Source: an optimization exercise on an open RTL-to-GDS flow (aim: small area). Production flows keep margins and buffers that such runs may drop. The RTL was checked by simulation tests, not by an equivalence proof against the original design.

==> design.v <==
module first_set_bit64(
  input logic [63:0] x,
  output logic [5:0] q,
  output logic aOut
);
logic [4:0] z0,z1;
logic [1:0] a;
first_set_bit32 lzc0(x[31:0],z0,a[0]);
first_set_bit32 lzc1(x[63:32],z1,a[1]);
assign aOut = a[1] && a[0];
assign q = (a[1]) ? {1'b0,z0} : {1'b1,z1};
endmodule
module first_set_bit32(
  input logic [31:0] x,
  output logic [4:0] q,
  output logic aOut
);
logic [3:0] z0,z1;
logic [1:0] a;
first_set_bit16 lzc0(x[15:0],z0,a[0]);
first_set_bit16 lzc1(x[31:16],z1,a[1]);
assign aOut = a[1] && a[0];
assign q = (a[1]) ? {1'b0,z0} : {1'b1,z1};
endmodule
module first_set_bit16(
  input logic [15:0] x,
  output logic [3:0] q,
  output logic aOut
);
logic [2:0] z0,z1;
logic [1:0] a;
first_set_bit8 lzc0(x[7:0],z0,a[0]);
first_set_bit8 lzc1(x[15:8],z1,a[1]);
assign aOut = a[1] && a[0];
assign q = (a[1]) ? {1'b0,z0} : {1'b1,z1};
endmodule
module first_set_bit8(
  input logic [7:0] x,
  output logic [2:0] q,
  output logic aOut
);
logic [1:0] z0,z1;
logic [1:0] a;
first_set_bit4 lzc0(x[3:0],z0,a[0]);
first_set_bit4 lzc1(x[7:4],z1,a[1]);
assign aOut = a[1] && a[0];
assign q = (a[1]) ? {1'b0,z0} : {1'b1,z1};
endmodule
module first_set_bit4(
  input logic [3:0] x,
  output logic [1:0] q,
  output logic a
);
assign a = ~x[3] && ~x[2] && ~x[1] && ~x[0]; 
assign q = 2'b11 - {~(x[3] || x[2]),(~x[3] && x[2]) || (~x[3] && ~x[1])};
endmodule
module fp32_converter #(
    parameter int unsigned DATA_WIDTH = 51,        
    parameter int unsigned FIXED_POINT = 46        
) (
    input [DATA_WIDTH-1:0] in_fixed,
    input [7:0]            exp,
    output [31:0]          fp32
);
logic sign;
logic [DATA_WIDTH-1:0] abs_fixed;
logic [63:0] abs_fixed_64;
logic [5:0] first_set_bit;
logic [7:0] exp_out;
logic [DATA_WIDTH-1:0] shifted_fixed;
logic [5:0] shamt;
logic [22:0] mantissa;
assign sign = in_fixed[DATA_WIDTH-1];
assign abs_fixed = sign ? (~in_fixed)+1: in_fixed;
assign abs_fixed_64 = abs_fixed;
first_set_bit64 first_set_bit64_inst(
    .x (abs_fixed_64), 
    .q (first_set_bit),
    .aOut ()
);
assign exp_out = exp + first_set_bit - FIXED_POINT + 8'b01111111;
assign shamt = first_set_bit - 23;
assign shifted_fixed = abs_fixed >> shamt;
assign mantissa = shifted_fixed[22:0]; 
assign fp32 = {sign, exp_out, mantissa};
endmodule
module max_8 #(
  parameter int unsigned DATA_WIDTH=9
)(
    input clk,
    input [7:0][DATA_WIDTH-1:0] in,
    output logic signed [DATA_WIDTH-1:0] out
);
logic signed [DATA_WIDTH-1:0] max1;
logic signed [DATA_WIDTH-1:0] max2;
logic signed [DATA_WIDTH-1:0] max;
max_4 #(DATA_WIDTH) mx1(.in(in[3:0]), .out(max1));
max_4 #(DATA_WIDTH) mx2(.in(in[7:4]), .out(max2));
assign max = max1 > max2 ? max1 : max2;
always_ff @(posedge clk) begin
    out <= max;
end
endmodule
module max_4 #(
  parameter int unsigned DATA_WIDTH=9
)(
    input [3:0][DATA_WIDTH-1:0] in,
    output signed [DATA_WIDTH-1:0] out
);
logic signed [DATA_WIDTH-1:0] max;
always_comb begin
    max = $signed(in[0]);
    if ($signed(in[1]) > max)begin
        max = $signed(in[1]);
    end
    if ($signed(in[2]) > max)begin
        max = $signed(in[2]);
    end
    if ($signed(in[3]) > max)begin
        max = $signed(in[3]);
    end
end
assign out = max;
endmodule
module fixed_adder_arr #(
  parameter int unsigned ARRAY_IN_WIDTH=64,
  parameter int unsigned ARRAY_OUT_WIDTH=ARRAY_IN_WIDTH/2,
  parameter int unsigned DATA_WIDTH=32
)(
    input clk,
    input [ARRAY_IN_WIDTH-1:0][DATA_WIDTH-1:0] in,
    output logic [ARRAY_OUT_WIDTH-1:0][DATA_WIDTH:0] out
);
int i;
always_ff @(posedge clk) begin
    for (i=0; i<ARRAY_OUT_WIDTH; i=i+1) begin: add_arr
        out[i] <= $signed(in[2*i]) + $signed(in[2*i+1]);
    end
end
endmodule
module fixed_adder_arr_out_1d #(
  parameter int unsigned DATA_WIDTH=32
)(
    input clk,
    input [1:0][DATA_WIDTH-1:0] in,
    output logic signed [DATA_WIDTH:0] out
);
always_ff @(posedge clk) begin
    out <= $signed(in[0]) + $signed(in[1]);
end
endmodule
module normalizer #(
    parameter N = 8,
    parameter EXP_W = 8,
    parameter MANT_W = 23
) (
    input clk,
    input [N-1:0][EXP_W-1:0] exp_in,
    input [N-1:0][EXP_W-1:0] exp,
    input [N-1:0][MANT_W:0] mant,
    output logic signed [EXP_W-1:0] exp_max,
    output logic [N-1:0][2*MANT_W:0] out
);
logic unsigned [EXP_W-1:0] exp_diff[0:N-1];
max_8 #(.DATA_WIDTH (EXP_W)) max_inst (
    .clk (clk),
    .in (exp_in),
    .out (exp_max)
);
int j;
always_comb begin
    for(j=0;j<N;j=j+1) begin
        exp_diff[j] = exp_max - exp[j];
    end
end
int k;
always_comb begin
    for(k=0;k<N;k=k+1) begin
        out[k] = {mant[k], {MANT_W{1'b0}}} >>> exp_diff[k];
    end
end
endmodule
module fp_adder_tree #(
    parameter int unsigned N = 8
) (
    input clk,
    input rst_n,
    input            in_valid,
    input [32*N-1:0] fp_in,
    output           out_valid,
    output [31:0]    out
);
localparam EXP_W = 8;
localparam EXP_BIAS = 127;
localparam MANT_W = 23;
logic [N-1:0] in_sign;
logic [N-1:0][EXP_W-1:0] in_exp;
logic [N-1:0][MANT_W:0] in_mant_all;
logic [N-1:0] is_normal;
logic [N-1:0] in_sign_r;
logic [N-1:0][EXP_W-1:0] in_exp_r;
logic [N-1:0][MANT_W:0] in_mant_all_r;
logic signed [EXP_W-1:0] exp_max;
logic [N-1:0][2*MANT_W:0] mant_shift;
logic [N-1:0][2*MANT_W+1:0] mant_shift_sign;
logic [3:0][2*MANT_W+2:0] reduction_4;
logic [1:0][2*MANT_W+3:0] reduction_2;
logic signed [2*MANT_W+4:0] fixed_adder_out;
logic [EXP_W-1:0] exp_max_d2, exp_max_d3, exp_max_d4;
logic [31:0] fp32;
logic [31:0] out_r;
logic [4:0] valid_pipe;
int i;
always_comb begin
    for(i=0;i<N;i=i+1) begin
        in_sign[i] = fp_in[32*i+EXP_W+MANT_W];
        is_normal[i] = fp_in[32*i+MANT_W +: EXP_W] != {EXP_W{1'b0}};
        in_exp[i] = is_normal[i] ? {1'b0, fp_in[32*i+MANT_W +: EXP_W]}-EXP_BIAS: -EXP_BIAS+1;
        in_mant_all[i] = {is_normal[i], fp_in[32*i +: MANT_W]};  
    end
end
always_ff @(posedge clk) begin
    in_sign_r <= in_sign;
    in_exp_r <= in_exp;
    in_mant_all_r <= in_mant_all;
end
normalizer #(.N(N), .EXP_W(EXP_W), .MANT_W(MANT_W)) normalizer_inst (
    .clk (clk),
    .exp_in (in_exp),
    .exp (in_exp_r),
    .mant (in_mant_all_r),
    .exp_max (exp_max),
    .out (mant_shift)
);
int j;
always_comb begin
    for(j=0;j<N;j=j+1) begin
        if (in_sign_r[j]) begin
            mant_shift_sign[j] = ~{1'b0, mant_shift[j]}+1;
        end else begin
            mant_shift_sign[j] = {1'b0, mant_shift[j]};
        end
    end
end
fixed_adder_arr #(.ARRAY_IN_WIDTH(8), .DATA_WIDTH(2*MANT_W+2)) l1(
    clk, mant_shift_sign, reduction_4
);
fixed_adder_arr #(.ARRAY_IN_WIDTH(4), .DATA_WIDTH(2*MANT_W+3)) l2(
    clk, reduction_4, reduction_2
);
fixed_adder_arr_out_1d #(.DATA_WIDTH(2*MANT_W+4)) l3(
    clk, reduction_2, fixed_adder_out
);
always_ff @(posedge clk) begin
    exp_max_d2 <= exp_max;
    exp_max_d3 <= exp_max_d2;
    exp_max_d4 <= exp_max_d3;
end
fp32_converter #(
    .DATA_WIDTH (2*MANT_W+5),
    .FIXED_POINT (2*MANT_W)
) fp32_converter_inst (
    .in_fixed (fixed_adder_out),
    .exp (exp_max_d4),
    .fp32 (fp32)
);
always_ff @(posedge clk) begin
    out_r <= fp32;
end
always_ff @(posedge clk) begin
    if (!rst_n) begin
        valid_pipe <= '0;
    end else begin
        valid_pipe <= {valid_pipe[3:0], in_valid};
    end
end
assign out = out_r;
assign out_valid = valid_pipe[4];
endmodule
==> run.sh <==
#!/bin/bash
# synth_recipe.tcl (not shown) runs the flow's synth.tcl, then flattens the netlist and writes it again
# the make line also repeats each setting of config.mk as NAME=value (left out here)
make -C /OpenROAD-flow-scripts/flow DESIGN_CONFIG=/design/flow/config.mk WORK_HOME=/design/flow/orfs CLKGATE_MAP_FILE= SYNTH_SCRIPT=/design/flow/synth_recipe.tcl finish
==> config.mk <==
export PLATFORM = sky130hd
export DESIGN_NAME = fp_adder_tree
export DESIGN_NICKNAME = fp_adder_tree
export VERILOG_FILES = /design/flow/design.v
export SDC_FILE = /design/flow/constraint.sdc
export NUM_CORES = 4
export LEC_CHECK = 0
export CAP_MARGIN = 20
export CORE_MARGIN = 2
export CORE_UTILIZATION = 40
export SLEW_MARGIN = 20
==> constraint.sdc <==
create_clock -name core_clock -period 8.5 [get_ports {clk}]
set_input_delay 1.7000 -clock core_clock [delete_from_list [all_inputs] [get_ports {clk}]]
set_output_delay 1.7000 -clock core_clock [all_outputs]
set_load 0.01 [all_outputs]
==> run notes <==
cells by family (layout without fill, tap and decap cells):
kind of cell               count (synthesis)  count (layout)  share of synthesized area
and+or+nand+nor                         2681            2681                      0.198
DFF                                      680             680                      0.209
buffers and inverters                    683            1777                     0.0403
muxes                                    481             481                     0.0833
xor gates and xnor gates                 814             814                      0.110
AOI/OAI and AO/OA                       2682            2684                      0.264
other                                      0               3                          0
adders and majority gates                496             496                     0.0967
metal layers:
metal  vias up  share of wire  routed length, microns  GRT usage
met5         -              0                       0          0
met4         0          0.036                    9060      0.101
met3       381          0.065                   16400     0.0346
met2      2393           0.44                  111000      0.461
met1     32300           0.46                  115000      0.398
li1      33300              -                       -          -
sequential cells by signal, summed over array words and instances, names as in the netlist:
signal / count
l2.out: 100
in_exp_r: 64
l3.out: 51
exp_max_d4: 8
exp_max_d2: 8
valid_pipe: 5
out_r: 32
in_mant_all_r: 192
l1.out: 196
in_sign_r: 8
normalizer_inst.max_inst.out: 8
exp_max_d3: 8
area by class of cell:
class	instances	area [sq um]	area share
diodes	3	7.51	0.0000920
repair inverters	1	5.00	0.0000613
clock buffers	99	2200	0.0270
multi-input cells	7156	50200	0.615
clock inverters	46	703	0.00861
well taps	2175	2720	0.0333
repair buffers	1295	10900	0.133
inverters	336	1280	0.0157
flip-flops and latches	680	13600	0.167
cells in the mapped netlist (218+ instances only):
cell type	n	area (sq um)
sky130_fd_sc_hd__a21oi_1	721	3610
sky130_fd_sc_hd__mux2i_1	345	3450
sky130_fd_sc_hd__xnor2_1	529	4630
sky130_fd_sc_hd__ha_1	474	5930
sky130_fd_sc_hd__inv_1	332	1250
sky130_fd_sc_hd__xor2_1	280	2450
sky130_fd_sc_hd__nand2_1	834	3130
sky130_fd_sc_hd__dfxtp_1	680	13600
sky130_fd_sc_hd__nor2_1	698	2620
sky130_fd_sc_hd__a21o_1	218	1640
sky130_fd_sc_hd__o21ai_0	623	3120
sky130_fd_sc_hd__clkbuf_1	254	953
layout by cell type (no fill, tap or decap), types with 168 or more instances in the layout:
cell / Yosys / layout
sky130_fd_sc_hd__nand3_1: 204 / 199
sky130_fd_sc_hd__clkdlybuf4s50_1: 0 / 259
sky130_fd_sc_hd__dfxtp_1: 680 / 676
sky130_fd_sc_hd__mux2i_1: 345 / 329
sky130_fd_sc_hd__ha_1: 474 / 463
sky130_fd_sc_hd__nor2_1: 698 / 694
sky130_fd_sc_hd__a21oi_1: 721 / 697
sky130_fd_sc_hd__xor2_1: 280 / 268
sky130_fd_sc_hd__xnor2_1: 529 / 507
sky130_fd_sc_hd__inv_1: 332 / 328
sky130_fd_sc_hd__nand2_1: 834 / 832
sky130_fd_sc_hd__nor3_1: 176 / 168
sky130_fd_sc_hd__a21o_1: 218 / 216
sky130_fd_sc_hd__o21ai_0: 623 / 600
sky130_fd_sc_hd__buf_4: 4 / 971
worst max-delay path by stage:
stage                                           end  slack, ns  cells past startpoint
detailed placement  normalizer_inst.max_inst.out[3]      -1.21                     43
CTS                 normalizer_inst.max_inst.out[7]      0.003                     42
global placement    normalizer_inst.max_inst.out[1]      -1.10                     43
floorplan           normalizer_inst.max_inst.out[4]      -0.16                     44
finish              normalizer_inst.max_inst.out[7]       0.21                     43
global route        normalizer_inst.max_inst.out[7]      -0.15                     42
through the flow:
| stage | cell area [sq um] | setup TNS [ns] |
|---|---|---|
| 3_5_place_dp | 77500 | -9.30 |
| 2_1_floorplan | 65500 | -0.841 |
| 5_1_grt | 81600 | -0.800 |
| 6_report | 81600 | 0 |
| 4_1_cts | 80600 | 0 |
| 3_3_place_gp | 77500 | -8.34 |
critical path: cells and delay by family:
family / cells / cell delay [ns]
and+or+nand+nor: 8 / 0.93
buffers and inverters: 8 / 1.14
AOI/OAI and AO/OA: 19 / 3.07
muxes: 3 / 0.63
adders and majority gates: 5 / 1.32
timing repair:
action                     CTS  global route
gates cloned                 1             2
pin swaps                   14            68
buffers inserted             7            22
resized for setup           34           190
setup endpoints to repair    8            45
==> summary.md <==
| Metric | Value |
|---|---|
| Layout Cells excl Fill | `11800` |
| Worst-case clock buffer depth | `3` |
| DRC violation total after the first TritonRoute iteration | `6699` |
| Insertion delay to the later sink of the worst-skew pair | `0.73 ns` |
| Relative max-transition margin | `0.177` |
| Min-Delay Startpoint | `exp_max_d2[2]` |
| Post-detailed-route count of antenna-violating nets | `0` |
| Worst slack on hold paths | `0.320 ns` |
| Post-DR wirelength/cell | `21.4 microns` |
| Measured slew at the worst slew-check pin | `1.22 ns` |
| Maximum number of pins on one net before global-route repair | `61` |
| Number of enable-type register cells in the synthesized netlist | `0` |
| Number of cells on the worst reg-to-reg path | `35` |
| Worst hold endpoint | `exp_max_d3[2]` |
| CP required | `9.04 ns` |
| Worst clock skew on the final layout | `0.0533 ns` |
| Remaining routing DRC violations | `0` |
| Gpl congestion | `0.997` |
| Most frequently used flop master after synthesis | `sky130_fd_sc_hd__dfxtp_1` |
| Minimum period implied by the final worst setup slack | `8.29 ns` |
| CTS Hold Bufs | `0` |
| YS warnings | `8` |
| Fraction of the core area covered by cells at the end of the flow | `0.503` |
| Critical path launch point | `fp_in[24]` |
| Setup crit start kind | `input pin` |
| Worst slack after detailed placement | `-1.21 ns` |
| Sequential share of the synthesized area | `0.209` |
| Std cell rows | `148` |
| Detailed-route wire length | `252 mm` |
| Sink count of the clock tree | `680` |
| Setup slack after layout | `0.215 ns` |
| Net count of the mapped netlist | `9266` |
| RR Startpoint | `normalizer_inst.max_inst.out[0]` |
| Critical-path cell with the highest stage delay | `sky130_fd_sc_hd__ha_1` |
| Worst endpoint data arrival time | `8.82 ns` |
| CTS H-Tree Depth | `3` |
| Highest attainable clock frequency | `121 MHz` |
| Initial standard-cell utilization of the core | `0.402` |
| First-pass GRT wire length | `381 mm` |
| CTS clock-pin slew for the worst setup and hold paths | `0.06 ns` |
| GRT overflow | `0` |
| Run status | `complete, no violations` |
| Die Width | `408 microns` |
| Core Box Area | `0.162 sq mm` |
| Via count of the first global-routing pass | `64500` |
| Highest cell delay on the worst timing path | `0.35 ns` |
| Portion of the clock cycle consumed by the worst path in the final layout | `0.975` |
| Gate Count Post-Synth | `8517` |
| Netlist Area Pre-Place | `0.0653 sq mm` |
| Total number of vias | `68400` |
| Floorplan die height | `408 microns` |
| Type of the worst min-delay path | `reg -> reg` |
| Max-capacitance violation count | `0` |
| Count of TritonRoute iterations in the first routing pass | `7` |
| Final count of pins violating max slew | `0` |
| Fraction of final layout cells sized beyond drive strength 1 | `0.167` |
| Half-perimeter wire length of the detailed placement result | `208 mm` |
| Mean area per synthesized cell | `7.66 sq um` |
| Post-synth ARST share | `0` |
| Number of antenna violations at the first check in global routing | `11` |
| Clock root cell | `sky130_fd_sc_hd__clkbuf_16` |
| Worst Path Class, Setup | `in -> reg` |
| Worst reg2reg path endpoint | `l1.out[194]` |
| Boundary Pins | `292` |
| Final Setup Violations | `0` |
| Number of port buffers | `291` |
| Final Hold Violating Endpoints | `0` |
| Register-to-Register Setup Slack | `0.33 ns` |
| Cell depth of the worst hold path | `0` |
| Full die area | `0.166 sq mm` |
| Flops & latches, synth | `680` |
| Layout net count | `10300` |
| Number of clock buffers inserted by TritonCTS | `81` |
| Unique cell type count in the Yosys netlist | `126` |
| RSZ-0062 raised after global routing | `yes` |
| Via-to-Cell Ratio | `5.80` |
| Post-Place Cells | `11600` |
| Relative area change from synthesis to final layout | `25.1%` |
| Worst path most repeated cell | `sky130_fd_sc_hd__a21oi_2` |
| Clock tree from TritonCTS | `built` |
| Fillers | `15900` |
| Largest fanout on the critical path | `10` |
| Worst Setup End Kind | `flop` |
| Combined global-route utilization of all metal layers | `0.288` |

## separate check: timing with driven ports
The flow's constraints put no driver on any port. The routed layout listed below was extracted and timed again, unchanged, in two steps. Step 1 assumes that a clkbuf_16 drives the clock port and a buf_2 every other input. Step 2 also shifts input and output timing later by t, the mid clock arrival at the registers, as if the neighbouring blocks saw the same clock. a / b / c = no drivers / after step 1 / after step 2; a / b = the first two.
t, ns: 0.783
slack for setup (ns): 0.215 / 0.273 / -0.510
latest minus earliest clock arrival (ns): 0.056 / 0.056
slew at the worst register clock pin (ns): 0.07 / 0.07
worst data-port slew with drivers (ns): 0.09
Met with ideal ports but missed after step 2: setup timing in this run. The setup slack of this run moves by +0.058 ns with the drivers and by -0.725 ns with both steps.
